This design comes from an exercise in tuning for small area on the open sky130 flow, not from production work. RTL that was checked went through simulation tests only; none was proved equivalent to the original. No functional check of the RTL was part of runs 1 and 5. No run shown here takes its clock network from TritonCTS; it comes from the design's own scripts or RTL. No driver is modelled on the clock port, so clock power and skew are understated where the tree is cut down; a real chip needs a root buffer or a tree. No activity file was given, so power comes from the tool's default toggle rates.

===== flow/flow/run.sh =====
#!/bin/bash
# The standard layout, with three changes:
#  - synthesis maps the logic with flow/area.abc (registers untouched);
#  - port buffers use the smallest buffer cell;
#  - the clock tree is one level of clock buffers (flow/cts_override.tcl).
set -euo pipefail
here=$(pwd)
cp standard.sh standard_sh.txt
# synthesis script: the standard flow's, with the ABC mapping script replaced
{
  echo "source $here/flow/abc_override.tcl"
  cat synth_recipe.tcl
} > my_synth.tcl
sed "s#SYNTH_SCRIPT=[^ ]*#SYNTH_SCRIPT=$here/my_synth.tcl#" standard.sh > my_standard.sh
export AREA_ABC_SCRIPT="$here/flow/area.abc"
export BUFFER_PORTS_ARGS="-buffer_cell sky130_fd_sc_hd__buf_1"
export PRE_CTS_TCL="$here/flow/cts_override.tcl"
export CLK_CLUSTERS=${CLK_CLUSTERS:-4}
export CLK_LEAF_BUF=${CLK_LEAF_BUF:-sky130_fd_sc_hd__clkbuf_4}
export CLK_LEAF_BUF_BIG=${CLK_LEAF_BUF_BIG:-sky130_fd_sc_hd__clkbuf_8}
export CLK_SLEW_UPSIZE=${CLK_SLEW_UPSIZE:-0.125}
bash my_standard.sh > standard.log 2>&1

===== flow/flow/abc_override.tcl =====
# Map the logic with flow/area.abc instead of ORFS's ABC script; everything
# else in the synthesis (registers included) is the standard synthesis.
proc abc {args} {
  set i [lsearch -exact $args -script]
  if {$i >= 0} {
    set args [lreplace $args [expr {$i + 1}] [expr {$i + 1}] $::env(AREA_ABC_SCRIPT)]
  }
  puts "abc (area.abc): $args"
  yosys abc {*}$args
}

===== flow/flow/area.abc =====
&get -n
&st
&dch -f
&nf -R 1000
&put
topo

===== flow/flow/cts_override.tcl =====
# Clock tree: the registers are split into CLK_CLUSTERS groups of nearly equal
# size by position (k-means with a size cap), and each group's clock pins are
# driven by one clock buffer placed at the group's centre; the clock port
# drives only these buffers. A buffer whose estimated clock-pin slew is over
# CLK_SLEW_UPSIZE ns is swapped for CLK_LEAF_BUF_BIG.
rename clock_tree_synthesis triton_clock_tree_synthesis
proc clock_tree_synthesis {args} {
  set block [ord::get_db_block]
  set clk_net [$block findNet CLK]
  set k $::env(CLK_CLUSTERS)
  set pts {}
  foreach iterm [$clk_net getITerms] {
    set inst [$iterm getInst]
    set box [$inst getBBox]
    lappend pts [list [expr {([$box xMin] + [$box xMax]) / 2.0}] \
      [expr {([$box yMin] + [$box yMax]) / 2.0}] \
      "[$inst getName]/[[$iterm getMTerm] getName]"]
  }
  set pts [lsort -real -index 0 $pts]
  set n [llength $pts]
  set cap [expr {($n + $k - 1) / $k}]
  set cs {}
  for {set i 0} {$i < $k} {incr i} {
    set p [lindex $pts [expr {int(($i + 0.5) * $n / $k)}]]
    lappend cs [list [lindex $p 0] [lindex $p 1]]
  }
  for {set it 0} {$it < 30} {incr it} {
    # assign points to centres, nearest pairs first, at most cap per centre
    set pairs {}
    for {set j 0} {$j < $n} {incr j} {
      set p [lindex $pts $j]
      for {set i 0} {$i < $k} {incr i} {
        set c [lindex $cs $i]
        lappend pairs [list [expr {abs([lindex $p 0] - [lindex $c 0]) + abs([lindex $p 1] - [lindex $c 1])}] $j $i]
      }
    }
    set pairs [lsort -real -index 0 $pairs]
    set taken [lrepeat $n 0]
    set sizes [lrepeat $k 0]
    set groups [lrepeat $k {}]
    foreach pr $pairs {
      lassign $pr d j i
      if {[lindex $taken $j] || [lindex $sizes $i] >= $cap} { continue }
      lset taken $j 1
      lset sizes $i [expr {[lindex $sizes $i] + 1}]
      lset groups $i [concat [lindex $groups $i] [list [lindex $pts $j]]]
    }
    set ncs {}
    for {set i 0} {$i < $k} {incr i} {
      set g [lindex $groups $i]
      if {[llength $g] == 0} { lappend ncs [lindex $cs $i]; continue }
      set sx 0; set sy 0
      foreach p $g { set sx [expr {$sx + [lindex $p 0]}]; set sy [expr {$sy + [lindex $p 1]}] }
      lappend ncs [list [expr {$sx / [llength $g]}] [expr {$sy / [llength $g]}]]
    }
    set cs $ncs
  }
  set dbu [$block getDbUnitsPerMicron]
  set bufs {}
  for {set i 0} {$i < $k} {incr i} {
    set g [lindex $groups $i]
    if {[llength $g] == 0} { continue }
    set pins {}
    foreach p $g { lappend pins [get_pins [lindex $p 2]] }
    set c [lindex $cs $i]
    set x [expr {[lindex $c 0] / $dbu}]
    set y [expr {[lindex $c 1] / $dbu}]
    puts "clock buffer $::env(CLK_LEAF_BUF) for [llength $g] sinks at ($x, $y)"
    lappend bufs [insert_buffer -buffer_cell $::env(CLK_LEAF_BUF) -net CLK -load_pins $pins \
      -location [list $x $y] -buffer_name clkbuf_leaf_$i -net_name clknet_leaf_$i]
  }
  global_connect
  # upsize the buffers of slow groups
  set_propagated_clock [all_clocks]
  estimate_parasitics -placement
  foreach b $bufs {
    set name [get_full_name $b]
    set out [get_pins $name/X]
    set net [get_nets -of_objects $out]
    set worst 0
    foreach p [get_pins -of_objects $net -filter "direction==input"] {
      set s [get_property $p slew_max]
      if {$s > $worst} { set worst $s }
    }
    puts "clock buffer $name: estimated worst clock-pin slew $worst"
    if {$worst > $::env(CLK_SLEW_UPSIZE)} {
      puts "  swapped for $::env(CLK_LEAF_BUF_BIG)"
      replace_cell $b $::env(CLK_LEAF_BUF_BIG)
    }
  }
  unset_propagated_clock [all_clocks]
}

===== flow/standard.sh =====
#!/bin/bash
# synth_recipe.tcl (not shown) runs the flow's synth.tcl, then flattens the netlist and writes it again
# the make line also repeats each setting of config.mk as NAME=value (left out here)
make -C /OpenROAD-flow-scripts/flow DESIGN_CONFIG=/design/flow/config.mk WORK_HOME=/design/flow/orfs CLKGATE_MAP_FILE= SYNTH_SCRIPT=/design/flow/synth_recipe.tcl "${@:-finish}"

===== flow/config.mk =====
export PLATFORM = sky130hd
export DESIGN_NAME = arpreq_wrapper
export DESIGN_NICKNAME = arpreq_wrapper
export VERILOG_FILES = /design/flow/design.v
export SDC_FILE = /design/flow/constraint.sdc
export NUM_CORES = 4
export LEC_CHECK = 0
export ABC_AREA = 1
export CAP_MARGIN = 20
export CORE_MARGIN = 2
export CORE_UTILIZATION = 40
export SLEW_MARGIN = 20

===== flow/constraint.sdc =====
create_clock -name core_clock -period 10.0 [get_ports {CLK}]
set_input_delay 2.0000 -clock core_clock [delete_from_list [all_inputs] [get_ports {CLK}]]
set_output_delay 2.0000 -clock core_clock [all_outputs]
set_load 0.01 [all_outputs]

===== flow/design.v =====
module arpreq (
    input transinit_v,
    input [1:0] bresp_v,
    input bvalid_v,
    output bready_v,
    output [12:0] awaddr_Waddr,
    output awvalid_Waddr,
    input awready_Waddr,
    input wready_Wdata,
    output wvalid_Wdata,
    output [3:0] wstrb_Wdata,
    output [31:0] wdata_Wdata,
    input arready_Raddr,
    output arvalid_Raddr,
    output [12:0] araddr_Raddr,
    input [31:0] rdata_Rdata,
    input [1:0] rresp_Rdata,
    output rready_Rdata,
    input rvalid_Rdata,
    input CLK,
    input RST
);
    localparam [2:0] S_IDLE = 3'b110,  
                     S_WS   = 3'b000,  
                     S_RA   = 3'b111,  
                     S_WAIT = 3'b101,  
                     S_LEN  = 3'b010,  
                     S_ST   = 3'b011,  
                     S_POLL = 3'b100;  
    reg awv, wv, arv, rr;   
    reg [2:0] sec;
    reg [3:0] c;            
    reg [31:5] rt;          
    wire idle = (sec == S_IDLE);
    wire ws = (sec == S_WS);
    wire ra = (sec == S_RA);
    wire wt = (sec == S_WAIT);
    wire len = (sec == S_LEN);
    wire st = (sec == S_ST);
    wire poll = (sec == S_POLL);
    wire hi = sec[2] ^ sec[1];                             
    wire stp = sec[2] ? ~sec[1] : (sec[1] & sec[0]);     
    wire [3:0] word = {c[3] | hi, c[2] | hi, c[1] | stp, c[0] | hi};
    assign bready_v = 1'b1;
    assign awvalid_Waddr = awv;
    assign wvalid_Wdata = wv;
    assign arvalid_Raddr = arv;
    assign rready_Rdata = rr;
    assign awaddr_Waddr = {2'b00, {5{hi}}, word, 2'b00};
    assign araddr_Raddr = {2'b00, {5{hi}}, word, 2'b00};
    assign wstrb_Wdata = {{2{~sec[1] | sec[0] | sec[2]}}, 2'b11};   
    localparam [32*16-1:0] KTAB = {
        32'h00000001, 32'hC8F80108, 32'h0000002A, 32'h0000002A,
        32'h11AC0601, 32'h00000100, 32'h10AC0000, 32'h00000000,
        32'h020010AC, 32'hCEFA005E, 32'h00000100, 32'h04060008,
        32'h01000608, 32'hCEFA005E, 32'h0000FFFF, 32'hFFFFFFFF};
    reg [31:0] k;
    integer i;
    always @(*) begin
        k = 32'd0;
        for (i = 0; i < 16; i = i + 1)
            if (word == i) k = k | KTAB[32*i +: 32];
    end
    assign wdata_Wdata = {rt, k[4:1] | ({4{st}} & c), k[0]};
    wire wdone = (awv | wv) & (~awv | awready_Waddr) & (~wv | wready_Wdata);
    wire adone = arv & arready_Raddr;
    wire rdone = rr & rvalid_Rdata;
    wire c3 = ~c[2] & c[1] & c[0];
    wire c10 = c[3] & c[1];
    wire wcount = wt & ~rr;
    wire wrap = &c;
    wire wend = wcount & c[1] & c[0] & (rt[8:5] == 4'b0100);
    wire enter_w = (idle & transinit_v) | (rdone & (ws | len | st));
    wire enter_a = wdone | wend | (rdone & (ra | (poll & rdata_Rdata[0])));
    always @(posedge CLK) begin
        if (RST) begin
            awv <= 1'b0;
            wv <= 1'b0;
            arv <= 1'b0;
            rr <= 1'b0;
        end else begin
            awv <= enter_w | (awv & ~awready_Waddr);
            wv <= enter_w | (wv & ~wready_Wdata);
            arv <= enter_a | (arv & ~arready_Raddr);
            rr <= adone | (rr & ~rvalid_Rdata);
        end
    end
    always @(posedge CLK) begin
        if (RST) begin
            sec <= S_IDLE;
        end else begin
            case (sec)
                S_IDLE: if (transinit_v) sec <= S_WS;
                S_WS: if (adone) begin
                    if (c3) sec <= S_LEN;
                    else if (c10) sec <= S_RA;
                end
                S_LEN: if (adone) sec <= S_WS;
                S_RA: if (adone & c10) sec <= S_WAIT;
                S_WAIT: if (wend) sec <= S_ST;
                S_ST: if (wdone) sec <= S_POLL;
                S_POLL: if (rdone & ~rdata_Rdata[0]) sec <= S_IDLE;
                default: sec <= S_IDLE;
            endcase
        end
    end
    wire c_inc = (adone & ((ws & ~c10) | ra)) | wcount;
    wire c_hold = (~adone & (ws | ra)) | len | (st & ~rr) | (wt & rr);
    wire c_cap = st & rr;
    always @(posedge CLK) begin
        c <= {4{~RST}} & (({4{c_inc}} & (c + 4'd1)) | ({4{c_hold}} & c) |
                          ({4{c_cap}} & rdata_Rdata[4:1]));
    end
    wire st_cap = st & rr;           
    wire st_hold = st & ~rr;         
    wire w_hold = st_hold | (wcount & ~wrap);    
    wire w_step = wcount & wrap;                 
    wire ld = ~st & ~wcount;                     
    wire [8:5] lfsr_in = {rt[7:5], ~(rt[8] ^ rt[7])};
    always @(posedge CLK) begin
        rt[31:9] <= ({23{st_cap}} & rdata_Rdata[31:9]) | ({23{st_hold}} & rt[31:9]) | k[31:9];
        rt[8:5] <= ({4{st_cap}} & rdata_Rdata[8:5]) | ({4{w_hold}} & rt[8:5]) |
                   ({4{w_step}} & lfsr_in) | ({4{ld}} & k[8:5]);
    end
endmodule
module arpreq_wrapper (
    input transinit,
    input [1:0] bresp,
    input bvalid,
    output bready,
    output [12:0] awaddr,
    output awvalid,
    input awready,
    input wready,
    output wvalid,
    output [3:0] wstrb,
    output [31:0] wdata,
    input arready,
    output arvalid,
    output [12:0] araddr,
    input [31:0] rdata,
    input [1:0] rresp,
    output rready,
    input rvalid,
    input CLK,
    input RST
);
    arpreq uarpreq (
        .transinit_v(transinit),
        .bresp_v(bresp),
        .bvalid_v(bvalid),
        .bready_v(bready),
        .awaddr_Waddr(awaddr),
        .awvalid_Waddr(awvalid),
        .awready_Waddr(awready),
        .wready_Wdata(wready),
        .wvalid_Wdata(wvalid),
        .wstrb_Wdata(wstrb),
        .wdata_Wdata(wdata),
        .arready_Raddr(arready),
        .arvalid_Raddr(arvalid),
        .araddr_Raddr(araddr),
        .rdata_Rdata(rdata),
        .rresp_Rdata(rresp),
        .rready_Rdata(rready),
        .rvalid_Rdata(rvalid),
        .CLK(CLK),
        .RST(RST)
    );
endmodule

==> results of run 1 <==
[flip-flops by register name (all words and copies together) (netlist names)]
signal       cells
uarpreq.arv      1
uarpreq.rt      27
uarpreq.rr       1
uarpreq.sec      3
uarpreq.wv       1
uarpreq.awv      1
uarpreq.c        4
[per-layer routing]
layer  share of wire [%]  global-route usage (%)  up-vias
met5                   0                       0        -
met4                 1.2                    1.85        0
li1                    -                       -      990
met1                  47                    24.7      849
met3                 7.4                    1.66        5
met2                  45                    27.2       74
[per-stage QoR]
step                total power, uW  hold WS [ns]  worst slack (ns)  instances  util, %
global placement                690         0.466              5.49        368     47.1
finish                          743         0.494              5.27        372     47.7
detailed placement              692         0.473              5.49        368     47.1
global route                    819         0.514              4.93        372     47.7
CTS                             738         0.476              5.47        372     47.7
floorplan                       602         0.495              6.09        244        -
[cell usage in the layout (no fill, tap or decap), drive strengths merged, types with 2 or more instances in the layout]
| master | netlist | final |
|---|---|---|
| o21ai | 7 | 7 |
| a21oi | 15 | 15 |
| ha | 2 | 2 |
| nand3 | 8 | 8 |
| clkinv | 9 | 9 |
| a221o | 11 | 11 |
| buf | 26 | 96 |
| a31oi | 4 | 4 |
| nor2 | 23 | 23 |
| nand2b | 4 | 4 |
| conb | 2 | 11 |
| nor3 | 10 | 10 |
| a22oi | 14 | 14 |
| and2 | 2 | 2 |
| a222oi | 4 | 4 |
| nand2 | 39 | 39 |
| clkbuf | 0 | 4 |
| xor2 | 2 | 2 |
| nand4 | 4 | 4 |
| dfxtp | 38 | 38 |
[worst max path at each step]
stage | cells after the start | end | slack (ns) | from
after floorplan | 7 | wdata[1] | 6.09 | uarpreq.sec[2]
after global placement | 7 | wdata[2] | 5.49 | uarpreq.sec[2]
after detailed placement | 7 | wdata[2] | 5.49 | uarpreq.sec[2]
after CTS | 7 | wdata[2] | 5.47 | uarpreq.sec[2]
after global routing | 7 | wdata[1] | 4.93 | uarpreq.sec[2]
final | 7 | wdata[2] | 5.27 | uarpreq.sec[2]
[area by class of cell, clock buffers not listed]
type                    instances  area (um^2)  share of cell area (%)
inverters                       9         33.8                    1.52
multi-input cells             171          965                    43.4
flip-flops and latches         38          761                    34.2
well taps                      54         67.6                    3.04
repair buffers                 96          368                    16.5
[cell families (layout without fill, tap and decap cells)]
kind of cell	Yosys count	in the layout	synth area share (%)
buffers and inverters	35	109	12.0
flip-flops	38	38	39.8
multiplexers	1	1	0.524
other	2	11	0.393
XOR/XNOR	3	3	1.38
adder cells (fa/ha/maj)	2	2	1.31
AO/OA/AOI/OAI	63	63	24.0
AND/OR/NAND/NOR	91	91	20.6
[worst max-delay path, cell delays in order, from the launching register on]
cell and delay [ns]:
dfxtp_1 0.62, xor2_1 0.33, nor2_1 0.50, nand2_1 0.14
nor2_1 0.46, nor2_1 0.20, nand3_1 0.15, buf_1 0.16
[power breakdown]
group / internal (uW) / leakage [uW] / switching (uW)
registers: 212 / 0.000315 / 39.7
clock network: 19.2 / 0.0000184 / 38.2
logic: 150 / 0.000520 / 284
==> out/metrics.csv, run 1 <==
stage,metric,value,unit
status,status,finished clean,
finish,Layout fillers,505,
finish,# nets final,366,
finish,fin area,2220,um^2
logic_synthesis,Synth top cells by count,"nand2_1 (39), dfxtp_1 (38), buf_4 (26), nor2_1 (23), a21oi_1 (15)",
routing,vias per std cell,5.16,
place,PortBufs,94,
place,GPL Wtd Cong,0.799,
logic_synthesis,most frequent cell after synthesis,nand2_1,
routing,DRC violations left,0,
logic_synthesis,top cell type's share of synthesized area,39.8,%
place,Area after DPL,2190,um^2
setup_path,reg2reg end,uarpreq.rt[21],
logic_synthesis,Yosys warnings,1,
logic_synthesis,Post-Synthesis Cells,235,
logic_synthesis,sequential area share after synthesis,39.8,%
floorplan,die height,73.1,um
global_routing,gr ovfl total,0,
logic_synthesis,ranking of synthesized cells by area,"dfxtp_1 (40%), buf_4 (10%), nand2_1 (7.7%)",
floorplan,Die Wd,73.1,um
global_routing,initial antenna violation count,0,
floorplan,IO Count,111,
logic_synthesis,leading area contributor after synthesis,dfxtp_1,
timing,Final Cycle Share,47.3,%
timing,Rel. slew slack,52.9,%
routing,via count,1918,
logic_synthesis,asr flop ratio synth,0,%
global_routing,largest net degree at the start of global routing,32,
logic_synthesis,Synth Flop Type,dfxtp_1,
power_and_ir_drop,leak pwr,0.000854,uW
setup_path,critical path class,register to output pin,
floorplan,starting density of the core,41.0,%
timing,setup TNS,0,ns
setup_path,cell count of the worst reg-to-reg path,9,
timing,RSZ-0062 raised after global routing,no,
routing,"wirelength, routed",4.79,mm
clock_network,worst skew pair latency,0.16,ns
power_and_ir_drop,Max VDD drop,0.154,mV
logic_synthesis,Synth cell types,30,
floorplan,Cell Rows,25,
finish,antenna cell count,0,
routing,"antenna viol nets, final",0,
global_routing,first-pass GRT wire length,7.38,mm
setup_path,Critical Path End Type,output pin,
floorplan,DIE AREA,5350,um^2
timing,worst-margin pin slew,0.704,ns
timing,Tmin final,4.73,ns
global_routing,number of global-route vias before repair,1577,
timing,Fmax,211,MHz
timing,Final setup viols,0,
setup_path,CP startpoint kind,register,
setup_path,"Max FO, Critical Path",13,
clock_network,post-CTS sizing,0,
finish,layout cell share with drive strength beyond 1,2.52,%
routing,WL per Instance,12.9,um
clock_network,# hold bufs at CTS,0,
clock_network,"CTS clk-pin slew, worst paths",0.10,ns
timing,Clock Skews,0.00312,ns
clock_network,Setup Buffers After CTS,0,
hold_path,hold path start,uarpreq.rt[20],
logic_synthesis,number of flops mapped to enable cells by yosys,0,
routing,Initial DRC Count,80,
floorplan,Core ar.,4660,um^2
setup_path,required time worst endpoint,8.00,ns
logic_synthesis,Synth Area per Inst,8.13,um^2
setup_path,R2R Setup Slk,7.27,ns
setup_path,signal arrival time at the worst endpoint,2.73,ns
setup_path,reg-to-reg critical path startpoint,uarpreq.sec[2],
hold_path,Worst Hold Path Cells,1,
global_routing,Tot GR Track Use,16.7,%
logic_synthesis,Seq cells post-synth,38,
run,max cap viols,0,
finish,Area Overhead vs Synth,16.4,%
hold_path,Hold Path Class,register to register,
routing,First-pass DRT Iterations,4,
timing,final hold vios,0,
place,hpwl dp,3.64,mm
logic_synthesis,Mapped Area,1910,um^2
hold_path,hold endpoint,uarpreq.rt[20],
timing,Final Max Tran Viols,0,
power_and_ir_drop,Pwr Density,334,nW/um^2
==> run 2, diff against run 1 <==
--- a/flow/design.v
+++ b/flow/design.v
@@ -20,26 +20,24 @@
     input CLK,
     input RST
 );
-    localparam [2:0] S_IDLE = 3'b110,  
-                     S_WS   = 3'b000,  
-                     S_RA   = 3'b111,  
-                     S_WAIT = 3'b101,  
-                     S_LEN  = 3'b010,  
-                     S_ST   = 3'b011,  
+    localparam [2:0] S_IDLE = 3'b000,  
+                     S_WS   = 3'b001,  
+                     S_RA   = 3'b011,  
+                     S_WAIT = 3'b111,  
+                     S_LEN  = 3'b101,  
+                     S_ST   = 3'b110,  
                      S_POLL = 3'b100;  
     reg awv, wv, arv, rr;   
     reg [2:0] sec;
     reg [3:0] c;            
     reg [31:5] rt;          
-    wire idle = (sec == S_IDLE);
-    wire ws = (sec == S_WS);
-    wire ra = (sec == S_RA);
-    wire wt = (sec == S_WAIT);
-    wire len = (sec == S_LEN);
-    wire st = (sec == S_ST);
-    wire poll = (sec == S_POLL);
-    wire hi = sec[2] ^ sec[1];                             
-    wire stp = sec[2] ? ~sec[1] : (sec[1] & sec[0]);     
+    wire idle = ~sec[2] & ~sec[0];
+    wire wsra = ~sec[2] & sec[0];                  
+    wire wt = sec[2] & sec[1] & sec[0];
+    wire len = sec[2] & ~sec[1] & sec[0];
+    wire st = sec[1] & ~sec[0];
+    wire hi = sec[2];                              
+    wire stp = sec[2] & ~sec[0];                   
     wire [3:0] word = {c[3] | hi, c[2] | hi, c[1] | stp, c[0] | hi};
     assign bready_v = 1'b1;
     assign awvalid_Waddr = awv;
@@ -48,7 +46,7 @@
     assign rready_Rdata = rr;
     assign awaddr_Waddr = {2'b00, {5{hi}}, word, 2'b00};
     assign araddr_Raddr = {2'b00, {5{hi}}, word, 2'b00};
-    assign wstrb_Wdata = {{2{~sec[1] | sec[0] | sec[2]}}, 2'b11};   
+    assign wstrb_Wdata = {{2{~(sec[2] & sec[0])}}, 2'b11};   
     localparam [32*16-1:0] KTAB = {
         32'h00000001, 32'hC8F80108, 32'h0000002A, 32'h0000002A,
         32'h11AC0601, 32'h00000100, 32'h10AC0000, 32'h00000000,
@@ -61,7 +59,7 @@
         for (i = 0; i < 16; i = i + 1)
             if (word == i) k = k | KTAB[32*i +: 32];
     end
-    assign wdata_Wdata = {rt, k[4:1] | ({4{st}} & c), k[0]};
+    assign wdata_Wdata = {rt, k[4:1] | ({4{sec[1]}} & c), k[0]};
     wire wdone = (awv | wv) & (~awv | awready_Waddr) & (~wv | wready_Wdata);
     wire adone = arv & arready_Raddr;
     wire rdone = rr & rvalid_Rdata;
@@ -70,8 +68,13 @@
     wire wcount = wt & ~rr;
     wire wrap = &c;
     wire wend = wcount & c[1] & c[0] & (rt[8:5] == 4'b0100);
-    wire enter_w = (idle & transinit_v) | (rdone & (ws | len | st));
-    wire enter_a = wdone | wend | (rdone & (ra | (poll & rdata_Rdata[0])));
+    wire r_wls = sec[0] ^ sec[1];                  
+    wire r_ra = ~sec[2] & sec[1];                  
+    wire r_poll = sec[2] & ~sec[1] & ~sec[0];      
+    wire a_ws = ~sec[2] & ~sec[1];                 
+    wire a_ra = ~sec[2] & sec[1];                  
+    wire enter_w = (idle & transinit_v) | (rdone & r_wls);
+    wire enter_a = wdone | wend | (rdone & (r_ra | (r_poll & rdata_Rdata[0])));
     always @(posedge CLK) begin
         if (RST) begin
             awv <= 1'b0;
@@ -86,26 +89,14 @@
         end
     end
     always @(posedge CLK) begin
-        if (RST) begin
-            sec <= S_IDLE;
-        end else begin
-            case (sec)
-                S_IDLE: if (transinit_v) sec <= S_WS;
-                S_WS: if (adone) begin
-                    if (c3) sec <= S_LEN;
-                    else if (c10) sec <= S_RA;
-                end
-                S_LEN: if (adone) sec <= S_WS;
-                S_RA: if (adone & c10) sec <= S_WAIT;
-                S_WAIT: if (wend) sec <= S_ST;
-                S_ST: if (wdone) sec <= S_POLL;
-                S_POLL: if (rdone & ~rdata_Rdata[0]) sec <= S_IDLE;
-                default: sec <= S_IDLE;
-            endcase
-        end
+        sec[0] <= ~RST & ((idle & transinit_v) | (sec[0] & ~wend));
+        sec[1] <= ~RST & ((adone & a_ws & c10) | (sec[1] & ~wdone));
+        sec[2] <= ~RST & ((adone & ((a_ws & c3) | (a_ra & c10))) |
+                          (sec[2] & ~(adone & sec[0]) &
+                           ~(rdone & ~sec[1] & ~sec[0] & ~rdata_Rdata[0])));
     end
-    wire c_inc = (adone & ((ws & ~c10) | ra)) | wcount;
-    wire c_hold = (~adone & (ws | ra)) | len | (st & ~rr) | (wt & rr);
+    wire c_inc = (adone & ((a_ws & ~c10) | a_ra)) | wcount;
+    wire c_hold = (~adone & wsra) | len | (st & ~rr) | (wt & rr);
     wire c_cap = st & rr;
     always @(posedge CLK) begin
         c <= {4{~RST}} & (({4{c_inc}} & (c + 4'd1)) | ({4{c_hold}} & c) |
@@ -115,7 +106,7 @@
     wire st_hold = st & ~rr;         
     wire w_hold = st_hold | (wcount & ~wrap);    
     wire w_step = wcount & wrap;                 
-    wire ld = ~st & ~wcount;                     
+    wire ld = ~wcount;                           
     wire [8:5] lfsr_in = {rt[7:5], ~(rt[8] ^ rt[7])};
     always @(posedge CLK) begin
         rt[31:9] <= ({23{st_cap}} & rdata_Rdata[31:9]) | ({23{st_hold}} & rt[31:9]) | k[31:9];
==> run 2 against run 1 <==
  * Synthesized area down 2.6%
  * Sequential power decreased by 37%
  * Total power decreased by 68%
  * Still clean on timing, DRC and antenna
  * Setup slack gained 0.20 ns
  * Synthesized cell count is 9.8% lower
  * Register-to-register slack hardly changed
  * Combinational power fell by 94%
  * Final area down 2.7%
  * Wire length fell by 6.6%
  * Critical path depth unchanged
  * Clock power is 3% lower
  * Sequential share of layout area up 0.95 points
==> out/metrics.csv, run 2 <==
stage,metric,value,unit,change
status,status,finished clean,,
logic_synthesis,Post-Synthesis Cells,212,,-9.8%
floorplan,Cell Rows,24,,-4.0%
routing,WL per Instance,12.9,um,+0.41%
finish,"most common cell after layout, fill and taps aside",buf_1,,
power_and_ir_drop,Pint,185,uW,-51%
setup_path,Critical Path Source,uarpreq.sec[2],,
clock_network,worst skew pair latency,0.16,ns,about the same
finish,Non-Filler Instances,346,,-7.0%
clock_network,post-CTS sizing,0,,unchanged
setup_path,signal arrival time at the worst endpoint,2.53,ns,-0.20 ns
timing,setup TNS,0,ns,unchanged
logic_synthesis,Mapped Area,1860,um^2,-2.6%
timing,RSZ-0062 raised after global routing,no,,
setup_path,Critical Path End Type,output pin,,
routing,vias per std cell,5.18,,+0.56%
timing,Final setup viols,0,,unchanged
global_routing,largest net degree at the start of global routing,26,,-19%
timing,Fmax,221,MHz,+4.5%
routing,First-pass DRT Iterations,4,,unchanged
hold_path,Worst Hold Path Cells,1,,unchanged
power_and_ir_drop,sw frac,22.8,%,-26 points
global_routing,initial antenna violation count,0,,unchanged
routing,"wirelength, routed",4.48,mm,-6.6%
setup_path,"Max FO, Critical Path",21,,+8
floorplan,DIE AREA,5210,um^2,-2.5%
floorplan,starting density of the core,42.1,%,+1.2 points
routing,"antenna viol nets, final",0,,unchanged
logic_synthesis,number of flops mapped to enable cells by yosys,0,,unchanged
clock_network,"CTS clk-pin slew, worst paths",0.10,ns,about the same
clock_network,# hold bufs at CTS,0,,unchanged
place,dpl ws,5.64,ns,+0.146 ns
power_and_ir_drop,clock power share,23.2,%,+15 points
global_routing,gr ovfl total,0,,unchanged
logic_synthesis,Synth top cells by count,"dfxtp_1 (38), buf_4 (26), nand2_1 (26), a221o_1 (19), nor2_1 (16)",,
run,max cap viols,0,,unchanged
logic_synthesis,Synth cell types,36,,+20%
power_and_ir_drop,Psw,54.7,uW,-85%
timing,Final Max Tran Viols,0,,unchanged
power_and_ir_drop,Pwr Total,240,uW,-68%
power_and_ir_drop,Comb pwr share,10.1,%,-48 points
clock_network,Setup Buffers After CTS,0,,unchanged
finish,Layout fillers,472,,-6.5%
floorplan,Die Wd,72.2,um,-1.2%
finish,antenna cell count,0,,unchanged
logic_synthesis,most frequent cell after synthesis,dfxtp_1,,
place,GPL Wtd Cong,0.801,,+0.23%
setup_path,critical path class,register to output pin,,
timing,worst-margin pin slew,1.02,ns,+0.313 ns
floorplan,die height,72.2,um,-1.2%
logic_synthesis,Synth Flop Type,dfxtp_1,,
timing,Tmin final,4.53,ns,-0.204 ns
finish,Area Overhead vs Synth,16.3,%,about the same
timing,Final Cycle Share,45.3,%,-2.0 points
place,hpwl dp,3.35,mm,-7.8%
floorplan,IO Count,111,,unchanged
logic_synthesis,Yosys warnings,1,,unchanged
routing,DRC violations left,0,,unchanged
setup_path,reg-to-reg critical path startpoint,uarpreq.sec[2],,
finish,"commonest non-fill, non-tap cells in the layout","buf_1 (94), dfxtp_1 (38), nand2_1 (26)",,
power_and_ir_drop,leak pwr,0.000750,uW,-12%
power_and_ir_drop,Max VDD drop,0.0512,mV,-67%
global_routing,number of global-route vias before repair,1587,,+0.63%
logic_synthesis,sequential area share after synthesis,40.9,%,+1.1 points
hold_path,hold endpoint,uarpreq.rt[10],,
setup_path,CP startpoint kind,register,,
floorplan,Core ar.,4410,um^2,-5.3%
setup_path,reg2reg end,uarpreq.rt[19],,
logic_synthesis,leading area contributor after synthesis,dfxtp_1,,
power_and_ir_drop,sequential share of power,66.7,%,+33 points
logic_synthesis,ranking of synthesized cells by area,"dfxtp_1 (41%), buf_4 (10%), a221o_1 (10%)",,
setup_path,R2R Setup Slk,7.28,ns,about the same
logic_synthesis,Seq cells post-synth,38,,unchanged
place,PortBufs,94,,unchanged
finish,layout cell share with drive strength beyond 1,2.04,%,-0.47 points
setup_path,cell count of the worst reg-to-reg path,7,,-2
place,dpl cells,342,,-7.1%
finish,Largest register FFs,27,,unchanged
hold_path,hold path start,uarpreq.rt[10],,
timing,final hold vios,0,,unchanged
logic_synthesis,top cell type's share of synthesized area,40.9,%,+1.1 points
timing,Clock Skews,0.0153,ns,+0.0122 ns
finish,biggest regs,"uarpreq.rt: 27 flops, uarpreq.c: 4 flops, uarpreq.sec: 3 flops",,
global_routing,first-pass GRT wire length,7.17,mm,-2.9%
routing,Initial DRC Count,72,,-10%
routing,via count,1794,,-6.5%
logic_synthesis,asr flop ratio synth,0,%,unchanged
logic_synthesis,Synth Area per Inst,8.78,um^2,+7.9%
timing,final worst slack,5.47,ns,+0.204 ns
global_routing,Tot GR Track Use,16.2,%,-0.53 points
finish,# nets final,343,,-6.3%
setup_path,required time worst endpoint,8.00,ns,about the same
timing,Rel. slew slack,31.9,%,-21 points
power_and_ir_drop,Pwr Density,111,nW/um^2,-67%
finish,Largest Register,uarpreq.rt,,
hold_path,Hold Path Class,register to register,,
## run 2: changes by cell type in the layout (fill, tap and decap cells not counted), sizes merged, moves of 3 or more
cell,change
nor3,-6
clkinv,-3
nand2,-13
a22oi,-9
a221o,+8
nor2,-7
o211ai,+3
## run 2: logic make-up (layout without fill, tap and decap cells)
kind of cell    Yosys count  count (layout)  share of synthesized area (%)
simple gates             70              70                           17.4
compound gates           64              64                           26.1
flops                    38              38                           40.9
buf+inv                  32             105                           11.7
fa+ha+maj                 3               3                           2.02
other cells               2              11                          0.404
xor+xnor                  2               2                          0.942
mux                       1               1                          0.538
## run 2: area by class of cell, clock buffers not listed
type	count	area (um^2)	share of cell area, %
Multi-Input combinational cell	151	918	42.4
Sequential cell	38	761	35.1
Timing Repair Buffer	95	368	17.0
Tap cell	52	65.1	3.01
Inverter	6	22.5	1.04
## run 2: how the worst max path moves through the flow
stage / endpoint / depth (start not counted) / slack [ns]
2_1_floorplan: wdata[2] / 6 / 6.23
3_3_place_gp: wdata[2] / 7 / 5.67
3_5_place_dp: wdata[2] / 7 / 5.64
4_1_cts: wdata[2] / 7 / 5.67
5_1_grt: wdata[1] / 7 / 5.20
6_report: wdata[2] / 7 / 5.47
## run 2: worst max-delay path, cell delays in order, from the launching register on
cell and delay (ns):
dfxtp_1 0.50, nor2b_1 0.24, nor2_1 0.26, clkinv_1 0.26
nor3_1 0.54, nor2_1 0.23, nand3_1 0.16, buf_1 0.16
## run 2: routing by layer
layer / track usage (%) / part of all wire, % / vias to the layer above
li1: - / - / 924
met1: 22.4 / 46 / 798
met2: 27.5 / 44 / 67
met3: 2.36 / 8.4 / 5
met4: 2.10 / 1.5 / 0
met5: 0 / 0 / -
## run 2: per-stage QoR
step | instance area (um^2) | util, % | hold WS (ns)
floorplan | 1890 | - | 0.514
global placement | 2120 | 48.0 | 0.466
detailed placement | 2130 | 48.4 | 0.469
CTS | 2160 | 49.0 | 0.473
global route | 2160 | 49.0 | 0.509
finish | 2160 | 49.0 | 0.491
## run 2: power groups by stage
stage | Sequential (uW) | Clock [uW] | Combinational, uW
finish | 160 | 55.8 | 24.3
global route | 161 | 64.9 | 27.6
CTS | 164 | 42.1 | 24.6
detailed placement | 164 | 0 | 24.4
global placement | 164 | 0 | 24.3
floorplan | 165 | 0 | 14.3
==> run 3, diff against run 2 <==
--- a/flow/design.v
+++ b/flow/design.v
@@ -48,8 +48,8 @@
     assign araddr_Raddr = {2'b00, {5{hi}}, word, 2'b00};
     assign wstrb_Wdata = {{2{~(sec[2] & sec[0])}}, 2'b11};   
     localparam [32*16-1:0] KTAB = {
-        32'h00000001, 32'hC8F80108, 32'h0000002A, 32'h0000002A,
-        32'h11AC0601, 32'h00000100, 32'h10AC0000, 32'h00000000,
+        32'h00000001, 32'h00000000, 32'h0000002A, 32'h00040000,
+        32'h00000000, 32'h00000100, 32'h10AC0000, 32'h00000000,
         32'h020010AC, 32'hCEFA005E, 32'h00000100, 32'h04060008,
         32'h01000608, 32'hCEFA005E, 32'h0000FFFF, 32'hFFFFFFFF};
     reg [31:0] k;
--- a/flow/flow/run.sh
+++ b/flow/flow/run.sh
@@ -14,6 +14,7 @@
 sed "s#SYNTH_SCRIPT=[^ ]*#SYNTH_SCRIPT=$here/my_synth.tcl#" standard.sh > my_standard.sh
 export AREA_ABC_SCRIPT="$here/flow/area.abc"
 export BUFFER_PORTS_ARGS="-buffer_cell sky130_fd_sc_hd__buf_1"
+export GPL_KEEP_OVERFLOW=0
 export PRE_CTS_TCL="$here/flow/cts_override.tcl"
 export CLK_CLUSTERS=${CLK_CLUSTERS:-4}
 export CLK_LEAF_BUF=${CLK_LEAF_BUF:-sky130_fd_sc_hd__clkbuf_4}
==> run 3 against run 2 <==
  * Via count rose by 1.6%
  * Die area is 0.95% lower
  * Largest power group unchanged
  * Total power rose by 1.6%
  * Sequential power about the same
==> out/metrics.csv, run 3 <==
stage,metric,value,unit,change
global_routing,initial antenna violation count,0,,unchanged
setup_path,Critical Path Source,uarpreq.sec[2],,
timing,Final Max Tran Viols,0,,unchanged
clock_network,# hold bufs at CTS,0,,unchanged
logic_synthesis,Post-Synthesis Cells,214,,+0.94%
hold_path,hold path start,uarpreq.rt[16],,
timing,Clock Skews,0.00783,ns,-0.00744 ns
finish,Largest Register,uarpreq.rt,,
routing,First-pass DRT Iterations,4,,unchanged
place,GPL Wtd Cong,0.865,,+8.0%
place,dpl cells,345,,+0.88%
setup_path,Critical Path End Type,output pin,,
setup_path,most frequent CP cell,nor2_1,,
power_and_ir_drop,Pwr Total,244,uW,+1.6%
logic_synthesis,number of flops mapped to enable cells by yosys,0,,unchanged
timing,Fmax,216,MHz,-2.3%
finish,storage element area,761,um^2,unchanged
clock_network,"CTS clk-pin slew, worst paths",0.11,ns,about the same
floorplan,Die Wd,71.9,um,-0.48%
power_and_ir_drop,Max VDD drop,0.0509,mV,-0.65%
finish,"commonest non-fill, non-tap cells in the layout","buf_1 (94), dfxtp_1 (38), nand2_1 (33)",,
timing,WHS,0.491,ns,+0.000103 ns
routing,"antenna viol nets, final",0,,unchanged
logic_synthesis,Mapped Area,1840,um^2,-1.0%
routing,via count,1822,,+1.6%
global_routing,largest net degree at the start of global routing,22,,-15%
run,max cap viols,0,,unchanged
logic_synthesis,Synth Flop Type,dfxtp_1,,
finish,layout cell share with drive strength beyond 1,2.36,%,+0.32 points
setup_path,signal arrival time at the worst endpoint,2.63,ns,+0.10 ns
floorplan,IO Count,111,,unchanged
logic_synthesis,asr flop ratio synth,0,%,unchanged
floorplan,DIE AREA,5160,um^2,-0.95%
routing,vias per std cell,5.22,,+0.69%
global_routing,first-pass GRT wire length,7.45,mm,+3.8%
timing,Rel. slew slack,54.0,%,+22 points
setup_path,"Max FO, Critical Path",21,,unchanged
routing,DRC violations left,0,,unchanged
setup_path,reg-to-reg critical path startpoint,uarpreq.sec[2],,
logic_synthesis,top cell type's share of synthesized area,41.3,%,+0.42 points
timing,setup TNS,0,ns,unchanged
setup_path,CP top delay family,simple AND/OR/NAND/NOR gates,,
place,hpwl dp,3.58,mm,+6.8%
logic_synthesis,Synth Area per Inst,8.61,um^2,-1.9%
finish,Non-Filler Instances,349,,+0.87%
timing,Final setup viols,0,,unchanged
finish,Multi-input gate area,896,um^2,-2.5%
routing,Initial DRC Count,106,,+47%
finish,utilization after layout,49.2,%,+0.16 points
timing,Final Cycle Share,46.3,%,+1.1 points
floorplan,Cell Rows,24,,unchanged
finish,Largest register FFs,27,,unchanged
logic_synthesis,most frequent cell after synthesis,dfxtp_1,,
clock_network,Setup Buffers After CTS,0,,unchanged
setup_path,Buf/Inv on CP,2,,unchanged
finish,biggest regs,"uarpreq.rt: 27 flops, uarpreq.c: 4 flops, uarpreq.sec: 3 flops",,
global_routing,number of global-route vias before repair,1642,,+3.5%
clock_network,post-CTS sizing,0,,unchanged
setup_path,"slowest stage delay, CP",0.61,ns,+0.07 ns
timing,worst-margin pin slew,0.684,ns,-0.333 ns
logic_synthesis,Synth top cells by count,"dfxtp_1 (38), nand2_1 (33), buf_4 (26), nor2_1 (16), a22oi_1 (13)",,
global_routing,Tot GR Track Use,17.0,%,+0.80 points
timing,final hold vios,0,,unchanged
finish,Layout fillers,472,,unchanged
hold_path,Hold Path Class,register to register,,
logic_synthesis,Yosys warnings,1,,unchanged
timing,RSZ-0062 raised after global routing,no,,
place,PortBufs,94,,unchanged
timing,Tmin final,4.63,ns,+0.109 ns
power_and_ir_drop,Pwr Density,113,nW/um^2,+2.0%
global_routing,gr ovfl total,0,,unchanged
power_and_ir_drop,leak pwr,0.000744,uW,-0.79%
routing,WL per Instance,13.3,um,+2.9%
setup_path,CP startpoint kind,register,,
logic_synthesis,ranking of synthesized cells by area,"dfxtp_1 (41%), buf_4 (11%), nand2_1 (6.7%)",,
logic_synthesis,Synth cell types,35,,-2.8%
floorplan,Core ar.,4380,um^2,-0.68%
finish,"most common cell after layout, fill and taps aside",buf_1,,
routing,"wirelength, routed",4.65,mm,+3.8%
clock_network,worst skew pair latency,0.17,ns,about the same
finish,# nets final,346,,+0.87%
setup_path,critical path class,register to output pin,,
finish,antenna cell count,0,,unchanged
floorplan,die height,71.9,um,-0.48%
floorplan,starting density of the core,42.0,%,-0.14 points
setup_path,required time worst endpoint,8.00,ns,about the same
setup_path,critical path's slowest cell,nor3_1,,
logic_synthesis,sequential area share after synthesis,41.3,%,+0.42 points
setup_path,cell chain of the critical path,nor2b_1 > nor2_1 > clkinv_1 > nor3_1 > nor2_1 > nand3_1 > buf_1,,
logic_synthesis,Seq cells post-synth,38,,unchanged
logic_synthesis,leading area contributor after synthesis,dfxtp_1,,
finish,Area Overhead vs Synth,17.1,%,
status,status,finished clean,,
## run 3: cell types whose count changed in the layout (fill, tap and decap cells not counted), sizes merged, moves of 2 or more
cell and change:
o21ai -6, nor3b -2, a31oi +3, a21oi -4, nand3 +3, a221o -8
nand2 +7, a221oi -2, a22oi +8, a222oi +3
## run 3: cell families (layout without fill, tap and decap cells)
family	after synthesis	in the layout	synth area share [%]
AO/OA/AOI/OAI	56	56	23.3
multiplexers	1	1	0.543
XOR/XNOR	2	2	0.951
buffers and inverters	33	107	12.0
other	2	11	0.408
AND/OR/NAND/NOR	79	79	19.4
flip-flops	38	38	41.3
adder cells (fa/ha/maj)	3	3	2.04
## run 3: report_power, final
group          total, uW  leakage [uW]  switching [uW]  internal [uW]
clock network       60.4     0.0000184            41.2           19.2
logic               23.5      0.000416            14.3           9.15
registers            160      0.000310            4.04            156
## run 3: worst paths after layout
check / endpoint / slack (ns) / cells past startpoint
min: uarpreq.rt[16] / 0.49 / 1
max: wdata[1] / 5.37 / 7
max reg2reg: uarpreq.rt[6] / 7.72 / 6
min reg2reg: uarpreq.rt[16] / 0.49 / 1
## run 3: per-layer routing
metal / track usage, % / up-vias / wire length, um
met3: 2.67 / 5 / 335
met4: 2.94 / 0 / 62
met2: 28.3 / 61 / 2110
met1: 23.7 / 835 / 2150
met5: 0 / - / 0
li1: - / 921 / -
## run 3: worst register-to-register path, cell delays in order (launching register included)
cell	delay, ns
dfxtp_1	0.51
nor2b_1	0.25
nor2_1	0.32
clkinv_1	0.23
nor3_1	0.61
nor2_1	0.22
nand2_1	0.10
## run 3: final cells by class, clock buffers not listed
cell class / instances / area share (%)
sequential: 38 / 35.3
timing repair buffer: 96 / 17.6
multi-input combinational: 152 / 41.5
inverter: 7 / 1.22
tap: 52 / 3.02
## run 3: through the flow
stage               instance area, um^2  setup slack, ns
floorplan                          1880             6.16
global placement                   2100             5.57
detailed placement                 2130             5.55
CTS                                2160             5.55
global route                       2160             5.08
finish                             2160             5.37
==> run 4, diff against run 3 <==
--- a/flow/flow/run.sh
+++ b/flow/flow/run.sh
@@ -14,7 +14,6 @@
 sed "s#SYNTH_SCRIPT=[^ ]*#SYNTH_SCRIPT=$here/my_synth.tcl#" standard.sh > my_standard.sh
 export AREA_ABC_SCRIPT="$here/flow/area.abc"
 export BUFFER_PORTS_ARGS="-buffer_cell sky130_fd_sc_hd__buf_1"
-export GPL_KEEP_OVERFLOW=0
 export PRE_CTS_TCL="$here/flow/cts_override.tcl"
 export CLK_CLUSTERS=${CLK_CLUSTERS:-4}
 export CLK_LEAF_BUF=${CLK_LEAF_BUF:-sky130_fd_sc_hd__clkbuf_4}
==> run 4 against run 3 <==
  * Final area decreased by 0.87%
  * Clock skew is 0.0038 ns higher
  * Critical endpoint unchanged
  * Total power is 1.8% lower
  * Die area did not move
  * Sequential power is essentially flat
  * Synthesized cell count unchanged
  * Still clean on timing, DRC and antenna
  * Combinational power about the same
==> out/metrics.csv, run 4 <==
stage,metric,value,unit,change
floorplan,Cell Rows,24,,unchanged
logic_synthesis,Yosys warnings,1,,unchanged
timing,Tmin final,4.61,ns,-0.0280 ns
place,dpl cells,344,,-0.29%
setup_path,reg-to-reg critical path startpoint,uarpreq.sec[1],,
power_and_ir_drop,Psw,55.2,uW,-7.2%
hold_path,Hold Path Class,register to register,,
setup_path,Critical Path Source,uarpreq.sec[2],,
timing,Fmax,217,MHz,+0.61%
finish,Largest Register,uarpreq.rt,,
routing,WL per Instance,13.2,um,-0.73%
routing,wl on met1,2.08,mm,-2.8%
power_and_ir_drop,Pwr Density,112,nW/um^2,-0.92%
floorplan,DIE AREA,5160,um^2,unchanged
global_routing,number of global-route vias before repair,1601,,-2.5%
logic_synthesis,sequential area share after synthesis,41.3,%,unchanged
timing,Rel. slew slack,33.1,%,-21 points
global_routing,first-pass GRT wire length,7.10,mm,-4.6%
routing,First-pass DRT Iterations,4,,unchanged
logic_synthesis,Post-Synthesis Cells,214,,unchanged
routing,routed length on met3,373,um,+11%
power_and_ir_drop,sw frac,23.0,%,-1.3 points
finish,biggest regs,"uarpreq.rt: 27 flops, uarpreq.c: 4 flops, uarpreq.sec: 3 flops",,
finish,storage element area,761,um^2,unchanged
finish,Largest register FFs,27,,unchanged
routing,vias per std cell,5.28,,+1.1%
floorplan,IO Count,111,,unchanged
logic_synthesis,Synth Area per Inst,8.61,um^2,unchanged
global_routing,gr ovfl total,0,,unchanged
routing,metal2 WL,2.07,mm,-1.8%
power_and_ir_drop,Pint,185,uW,about the same
logic_synthesis,Seq cells post-synth,38,,unchanged
routing,DRC violations left,0,,unchanged
timing,setup TNS,0,ns,unchanged
logic_synthesis,asr flop ratio synth,0,%,unchanged
finish,"most common cell after layout, fill and taps aside",buf_1,,
power_and_ir_drop,Max VDD drop,0.0627,mV,+23%
clock_network,# hold bufs at CTS,0,,unchanged
place,hpwl dp,3.45,mm,-3.6%
finish,"commonest non-fill, non-tap cells in the layout","buf_1 (94), dfxtp_1 (38), nand2_1 (33)",,
finish,Area Overhead vs Synth,16.1,%,
finish,# nets final,345,,-0.29%
timing,final hold vios,0,,unchanged
finish,Multi-input gate area,896,um^2,unchanged
setup_path,signal arrival time at the worst endpoint,2.61,ns,-0.02 ns
hold_path,hold path start,uarpreq.rt[9],,
routing,Initial DRC Count,132,,+25%
setup_path,CP startpoint kind,register,,
place,PortBufs,94,,unchanged
clock_network,Setup Buffers After CTS,0,,unchanged
place,Area after DPL,2110,um^2,-0.88%
clock_network,post-CTS sizing,0,,unchanged
logic_synthesis,ranking of synthesized cells by area,"dfxtp_1 (41%), buf_4 (11%), nand2_1 (6.7%)",,
setup_path,Critical Path End Type,output pin,,
logic_synthesis,Synth top cells by count,"dfxtp_1 (38), nand2_1 (33), buf_4 (26), nor2_1 (16), a22oi_1 (13)",,
timing,worst-margin pin slew,0.999,ns,+0.315 ns
floorplan,starting density of the core,42.0,%,unchanged
setup_path,required time worst endpoint,8.00,ns,about the same
finish,antenna cell count,0,,unchanged
power_and_ir_drop,clock power share,23.4,%,-1.3 points
logic_synthesis,Synth Flop Type,dfxtp_1,,
timing,RSZ-0062 raised after global routing,no,,
floorplan,Core ar.,4380,um^2,unchanged
place,dpl ws,5.56,ns,+0.00639 ns
setup_path,"Max FO, Critical Path",21,,unchanged
logic_synthesis,leading area contributor after synthesis,dfxtp_1,,
routing,"antenna viol nets, final",0,,unchanged
place,GPL Wtd Cong,0.863,,-0.21%
run,max cap viols,0,,unchanged
finish,utilization after layout,48.8,%,-0.43 points
routing,"wirelength, routed",4.60,mm,-1.0%
power_and_ir_drop,sequential share of power,66.8,%,+1.1 points
floorplan,die height,71.9,um,unchanged
logic_synthesis,most frequent cell after synthesis,dfxtp_1,,
global_routing,initial antenna violation count,0,,unchanged
global_routing,Tot GR Track Use,16.3,%,-0.70 points
timing,Final Cycle Share,46.1,%,-0.28 points
power_and_ir_drop,Comb pwr share,9.8,%,+0.2 points
routing,uppermost layer routed,met4,,
floorplan,Die Wd,71.9,um,unchanged
status,status,finished clean,,
clock_network,"CTS clk-pin slew, worst paths",0.10,ns,about the same
finish,Layout fillers,461,,-2.3%
timing,Final Max Tran Viols,0,,unchanged
routing,via count,1836,,+0.77%
timing,Clock Skews,0.0116,ns,+0.00379 ns
global_routing,largest net degree at the start of global routing,32,,+45%
logic_synthesis,top cell type's share of synthesized area,41.3,%,unchanged
finish,layout cell share with drive strength beyond 1,2.03,%,-0.33 points
power_and_ir_drop,leak pwr,0.000735,uW,-1.2%
finish,fin area,2140,um^2,-0.87%
logic_synthesis,number of flops mapped to enable cells by yosys,0,,unchanged
timing,Final setup viols,0,,unchanged
logic_synthesis,Mapped Area,1840,um^2,unchanged
finish,Non-Filler Instances,348,,-0.29%
logic_synthesis,Synth cell types,35,,unchanged
setup_path,critical path class,register to output pin,,
timing,final worst slack,5.39,ns,+0.0280 ns
clock_network,worst skew pair latency,0.16,ns,about the same
[run 4: cell types whose count changed in the layout (fill, tap and decap cells not counted), sizes merged]
cell,before,now
buf,96,95
[run 4: worst paths after layout]
kind,slack [ns],end,depth (start not counted)
max,5.39,wdata[1],7
min,0.49,uarpreq.rt[9],1
max reg2reg,7.65,uarpreq.c[1],6
min reg2reg,0.49,uarpreq.rt[9],1
[run 4: critical path: stages (launching register included)]
cell	delay, ns
dfxtp_1	0.50
nor2b_1	0.25
nor2_1	0.33
clkinv_1	0.22
nor3_1	0.60
nor2_1	0.22
nand3_1	0.16
buf_1	0.16
[run 4: cells by family after synthesis]
| logic type | share of synthesized area [%] |
|---|---|
| simple gates | 19.4 |
| compound gates | 23.3 |
| flops | 41.3 |
| buf+inv | 12.0 |
| fa+ha+maj | 2.04 |
| other cells | 0.408 |
| xor+xnor | 0.951 |
| mux | 0.543 |
[run 4: final cells by class, clock buffers not listed]
class | instances | share of cell area (%)
inverter | 7 | 1.23
tap | 52 | 3.04
multi-input combinational | 152 | 41.9
sequential | 38 | 35.6
timing repair buffer | 95 | 16.9
[run 4: power groups by stage]
stage	Clock, uW	Sequential (uW)	Combinational, uW
after global routing	65.2	161	26.5
after detailed placement	0	164	23.6
final	56.0	160	23.5
after global placement	0	164	23.4
after floorplan	0	165	13.2
after CTS	42.2	164	23.7
[run 4: stage by stage]
step | total power, uW | hold slack [ns]
finish | 240 | 0.490
detailed placement | 187 | 0.472
CTS | 230 | 0.473
global placement | 187 | 0.466
global route | 253 | 0.521
floorplan | 179 | 0.515
[run 4: per-layer routing]
layer	up-vias	track usage [%]
met4	0	2.52
met1	841	23.0
met5	-	0
met3	6	2.25
li1	922	-
met2	67	27.2
==> run 5, diff against run 4 <==
--- a/flow/design.v
+++ b/flow/design.v
@@ -65,7 +65,8 @@
     wire rdone = rr & rvalid_Rdata;
     wire c3 = ~c[2] & c[1] & c[0];
     wire c10 = c[3] & c[1];
-    wire wcount = wt & ~rr;
+    wire c11 = c[3] & c[1] & c[0];
+    wire wcount = wt;
     wire wrap = &c;
     wire wend = wcount & c[1] & c[0] & (rt[8:5] == 4'b0100);
     wire r_wls = sec[0] ^ sec[1];                  
@@ -74,7 +75,7 @@
     wire a_ws = ~sec[2] & ~sec[1];                 
     wire a_ra = ~sec[2] & sec[1];                  
     wire enter_w = (idle & transinit_v) | (rdone & r_wls);
-    wire enter_a = wdone | wend | (rdone & (r_ra | (r_poll & rdata_Rdata[0])));
+    wire enter_a = wdone | wend | (rdone & ((r_ra & ~c11) | (r_poll & rdata_Rdata[0])));
     always @(posedge CLK) begin
         if (RST) begin
             awv <= 1'b0;
@@ -91,12 +92,12 @@
     always @(posedge CLK) begin
         sec[0] <= ~RST & ((idle & transinit_v) | (sec[0] & ~wend));
         sec[1] <= ~RST & ((adone & a_ws & c10) | (sec[1] & ~wdone));
-        sec[2] <= ~RST & ((adone & ((a_ws & c3) | (a_ra & c10))) |
+        sec[2] <= ~RST & ((adone & a_ws & c3) | (rdone & r_ra & c11) |
                           (sec[2] & ~(adone & sec[0]) &
                            ~(rdone & ~sec[1] & ~sec[0] & ~rdata_Rdata[0])));
     end
     wire c_inc = (adone & ((a_ws & ~c10) | a_ra)) | wcount;
-    wire c_hold = (~adone & wsra) | len | (st & ~rr) | (wt & rr);
+    wire c_hold = (~adone & wsra) | len | (st & ~rr);
     wire c_cap = st & rr;
     always @(posedge CLK) begin
         c <= {4{~RST}} & (({4{c_inc}} & (c + 4'd1)) | ({4{c_hold}} & c) |
==> run 5 against run 4 <==
  * Via count shrank 2.1%
  * Flip-flop and latch count is the same
  * Cell count grew 0.29%
  * Clock skew grew 0.0038 ns
  * Final area is the same
  * Sequential share of layout area is the same
  * Critical path depth is the same
  * Synthesized cell count grew 0.47%
  * Largest power group unchanged
==> out/metrics.csv, run 5 <==
stage,metric,value,unit,change
routing,"wirelength, routed",4.61,mm,+0.11%
clock_network,# hold bufs at CTS,0,,unchanged
floorplan,Core ar.,4380,um^2,unchanged
power_and_ir_drop,Pwr Total,241,uW,+0.71%
global_routing,first-pass GRT wire length,7.31,mm,+3.0%
place,PortBufs,94,,unchanged
setup_path,"slowest stage delay, CP",0.80,ns,+0.20 ns
timing,worst-margin pin slew,1.02,ns,+0.0191 ns
place,hpwl dp,3.42,mm,-0.88%
timing,Final Cycle Share,45.9,%,-0.18 points
setup_path,signal arrival time at the worst endpoint,2.59,ns,-0.02 ns
place,GPL Wtd Cong,0.783,,-9.3%
logic_synthesis,Post-Synthesis Cells,215,,+0.47%
power_and_ir_drop,leak pwr,0.000738,uW,+0.36%
finish,antenna cell count,0,,unchanged
place,dpl ws,5.54,ns,-0.0191 ns
routing,vias per std cell,5.15,,-2.4%
timing,final hold vios,0,,unchanged
logic_synthesis,most frequent cell after synthesis,dfxtp_1,,
power_and_ir_drop,sw frac,23.5,%,+0.42 points
timing,Fmax,218,MHz,+0.40%
clock_network,post-CTS sizing,0,,unchanged
logic_synthesis,leading area contributor after synthesis,dfxtp_1,,
routing,via count,1797,,-2.1%
place,Area after DPL,2110,um^2,unchanged
global_routing,number of global-route vias before repair,1609,,+0.50%
power_and_ir_drop,Max VDD drop,0.0584,mV,-6.9%
finish,Area Overhead vs Synth,16.1,%,unchanged
logic_synthesis,top cell type's share of synthesized area,41.3,%,unchanged
routing,Initial DRC Count,73,,-45%
power_and_ir_drop,Comb pwr share,9.7,%,about the same
timing,Rel. slew slack,31.8,%,-1.3 points
floorplan,DIE AREA,5160,um^2,unchanged
power_and_ir_drop,Pint,185,uW,+0.15%
floorplan,starting density of the core,42.0,%,unchanged
logic_synthesis,ranking of synthesized cells by area,"dfxtp_1 (41%), buf_4 (11%), nand2_1 (7.3%)",,
setup_path,cell chain of the critical path,nor2b_1 > nor2_1 > clkinv_1 > nor3_1 > nor2_1 > nand3_1 > buf_1,,
logic_synthesis,Seq cells post-synth,38,,unchanged
power_and_ir_drop,sequential share of power,66.3,%,-0.5 points
floorplan,IO Count,111,,unchanged
floorplan,die height,71.9,um,unchanged
finish,# nets final,346,,+0.29%
global_routing,largest net degree at the start of global routing,26,,-19%
logic_synthesis,Synth Flop Type,dfxtp_1,,
finish,Largest Register,uarpreq.rt,,
power_and_ir_drop,Pwr Density,113,nW/um^2,+0.71%
finish,Layout fillers,499,,+8.2%
global_routing,Tot GR Track Use,16.8,%,+0.50 points
floorplan,Die Wd,71.9,um,unchanged
finish,"commonest non-fill, non-tap cells in the layout","buf_1 (94), dfxtp_1 (38), nand2_1 (36)",,
finish,layout cell share with drive strength beyond 1,2.02,%,-0.0068 points
global_routing,gr ovfl total,0,,unchanged
timing,setup TNS,0,ns,unchanged
setup_path,most frequent CP cell,nor2_1,,
setup_path,Buf/Inv on CP,2,,unchanged
routing,DRC violations left,0,,unchanged
timing,Final setup viols,0,,unchanged
finish,Largest register FFs,27,,unchanged
clock_network,worst skew pair latency,0.17,ns,about the same
logic_synthesis,asr flop ratio synth,0,%,unchanged
routing,"antenna viol nets, final",0,,unchanged
setup_path,CP startpoint kind,register,,
setup_path,critical path class,register to output pin,,
logic_synthesis,number of flops mapped to enable cells by yosys,0,,unchanged
power_and_ir_drop,Psw,56.7,uW,+2.6%
logic_synthesis,Synth Area per Inst,8.57,um^2,-0.47%
logic_synthesis,Synth top cells by count,"dfxtp_1 (38), nand2_1 (36), buf_4 (26), nor2_1 (17), a21oi_1 (14)",,
finish,"most common cell after layout, fill and taps aside",buf_1,,
finish,fin area,2140,um^2,unchanged
timing,Final Max Tran Viols,0,,unchanged
setup_path,"Max FO, Critical Path",22,,+4.8%
clock_network,"CTS clk-pin slew, worst paths",0.09,ns,about the same
setup_path,critical path's slowest cell,nor3_1,,
routing,First-pass DRT Iterations,4,,unchanged
floorplan,Cell Rows,24,,unchanged
logic_synthesis,sequential area share after synthesis,41.3,%,unchanged
routing,WL per Instance,13.2,um,-0.18%
setup_path,required time worst endpoint,8.00,ns,about the same
setup_path,Critical Path End Type,output pin,,
timing,RSZ-0062 raised after global routing,no,,
global_routing,initial antenna violation count,0,,unchanged
logic_synthesis,Yosys warnings,1,,unchanged
run,max cap viols,0,,unchanged
timing,Tmin final,4.59,ns,-0.0185 ns
timing,final worst slack,5.41,ns,+0.0185 ns
logic_synthesis,Synth cell types,36,,+2.9%
clock_network,Setup Buffers After CTS,0,,unchanged
hold_path,Hold Path Class,register to register,,
logic_synthesis,Mapped Area,1840,um^2,unchanged
status,status,finished clean,,
finish,biggest regs,"uarpreq.rt: 27 flops, uarpreq.c: 4 flops, uarpreq.sec: 3 flops",,
timing,Clock Skews,0.0154,ns,+0.00381 ns
power_and_ir_drop,clock power share,24.0,%,+0.6 points
setup_path,CP top delay family,simple AND/OR/NAND/NOR gates,,
-- run 5: changes by cell type after synthesis, moves of 3 or more --
cell and delta:
a21oi_1 +5, a31oi_1 -5, nand2_1 +3, nand3_1 -3
-- run 5: worst paths after layout --
check	start	endpoint	slack [ns]	depth (start not counted)
setup / recovery	uarpreq.sec[2]	wdata[1]	5.41	7
setup reg to reg	uarpreq.sec[2]	uarpreq.rt[5]	7.57	8
hold / removal	uarpreq.rt[28]	uarpreq.rt[28]	0.49	2
hold reg to reg	uarpreq.rt[28]	uarpreq.rt[28]	0.49	2
-- run 5: metrics by stage --
stage | hold WS (ns) | util, % | instances
after floorplan | 0.516 | - | 224
after global placement | 0.460 | 48.1 | 345
after detailed placement | 0.466 | 48.1 | 345
after CTS | 0.467 | 48.8 | 349
after global routing | 0.519 | 48.8 | 349
final | 0.489 | 48.8 | 349
-- run 5: layout make-up, clock buffers not listed --
| cell class | instances | area, um^2 | share of cell area [%] |
|---|---|---|---|
| multi-input cells | 154 | 900 | 42.1 |
| flip-flops and latches | 38 | 761 | 35.6 |
| repair buffers | 95 | 360 | 16.9 |
| well taps | 52 | 65.1 | 3.04 |
| inverters | 6 | 22.5 | 1.05 |
-- run 5: kinds of logic after synthesis --
| group | count (synthesis) | share of synthesized area (%) |
|---|---|---|
| adders and majority gates | 3 | 2.04 |
| AOI/OAI and AO/OA | 54 | 22.6 |
| and+or+nand+nor | 83 | 20.4 |
| xor gates and xnor gates | 2 | 0.951 |
| buffers and inverters | 32 | 11.8 |
| muxes | 1 | 0.543 |
| other | 2 | 0.408 |
| DFF | 38 | 41.3 |
-- run 5: power groups by stage --
stage / combinational (uW) / clock (uW) / sequential [uW]
after floorplan: 13.6 / 0 / 165
after global placement: 23.6 / 0 / 163
after global routing: 26.6 / 64.7 / 161
after CTS: 23.7 / 42.1 / 164
after detailed placement: 23.6 / 0 / 164
final: 23.5 / 58.0 / 160
-- run 5: metal layers --
| metal | wire, um | track usage (%) | share of wire, % | up-vias |
|---|---|---|---|---|
| met5 | 0 | 0 | 0 | - |
| met4 | 35 | 1.26 | 0.76 | 0 |
| met3 | 342 | 2.39 | 7.4 | 2 |
| met2 | 2110 | 29.0 | 46 | 62 |
| met1 | 2120 | 23.3 | 46 | 818 |
| li1 | - | - | - | 915 |
-- run 5: tightest hold or removal path: cells and delay by family, from the launching register on --
| family | cells | cell delay [ns] |
|---|---|---|
| DFF | 1 | 0.33 |
| AOI/OAI and AO/OA | 1 | 0.07 |
| and+or+nand+nor | 1 | 0.06 |

## separate check: timing with driven ports
Ports are ideal in the flow. The routed layouts listed here were re-timed in OpenROAD.
Step 1 (the two cells are an assumption about what drives the block):
set clk [get_ports {CLK}]
set_driving_cell -lib_cell sky130_fd_sc_hd__clkbuf_16 $clk
set_driving_cell -lib_cell sky130_fd_sc_hd__buf_2 [delete_from_list [all_inputs] $clk]
Step 2 also shifts input and output timing later by t, the mid clock arrival at the registers, as if the neighbouring blocks saw the same clock.
Three values: ideal, step 1, step 2; two values: the first two.
run | shift t [ns] | setup slack, ns | worst setup path after step 2
run 1 | 0.205 | 5.271 / 5.226 / 5.431 | register to output
run 2 | 0.205 | 5.475 / 5.426 / 5.630 | register to output
run 3 | 0.209 | 5.366 / 5.322 / 5.531 | register to output
run 4 | 0.209 | 5.394 / 5.343 / 5.553 | register to output
run 5 | 0.210 | 5.413 / 5.364 / 5.574 | register to output
After both steps setup and hold are still met in every run listed.
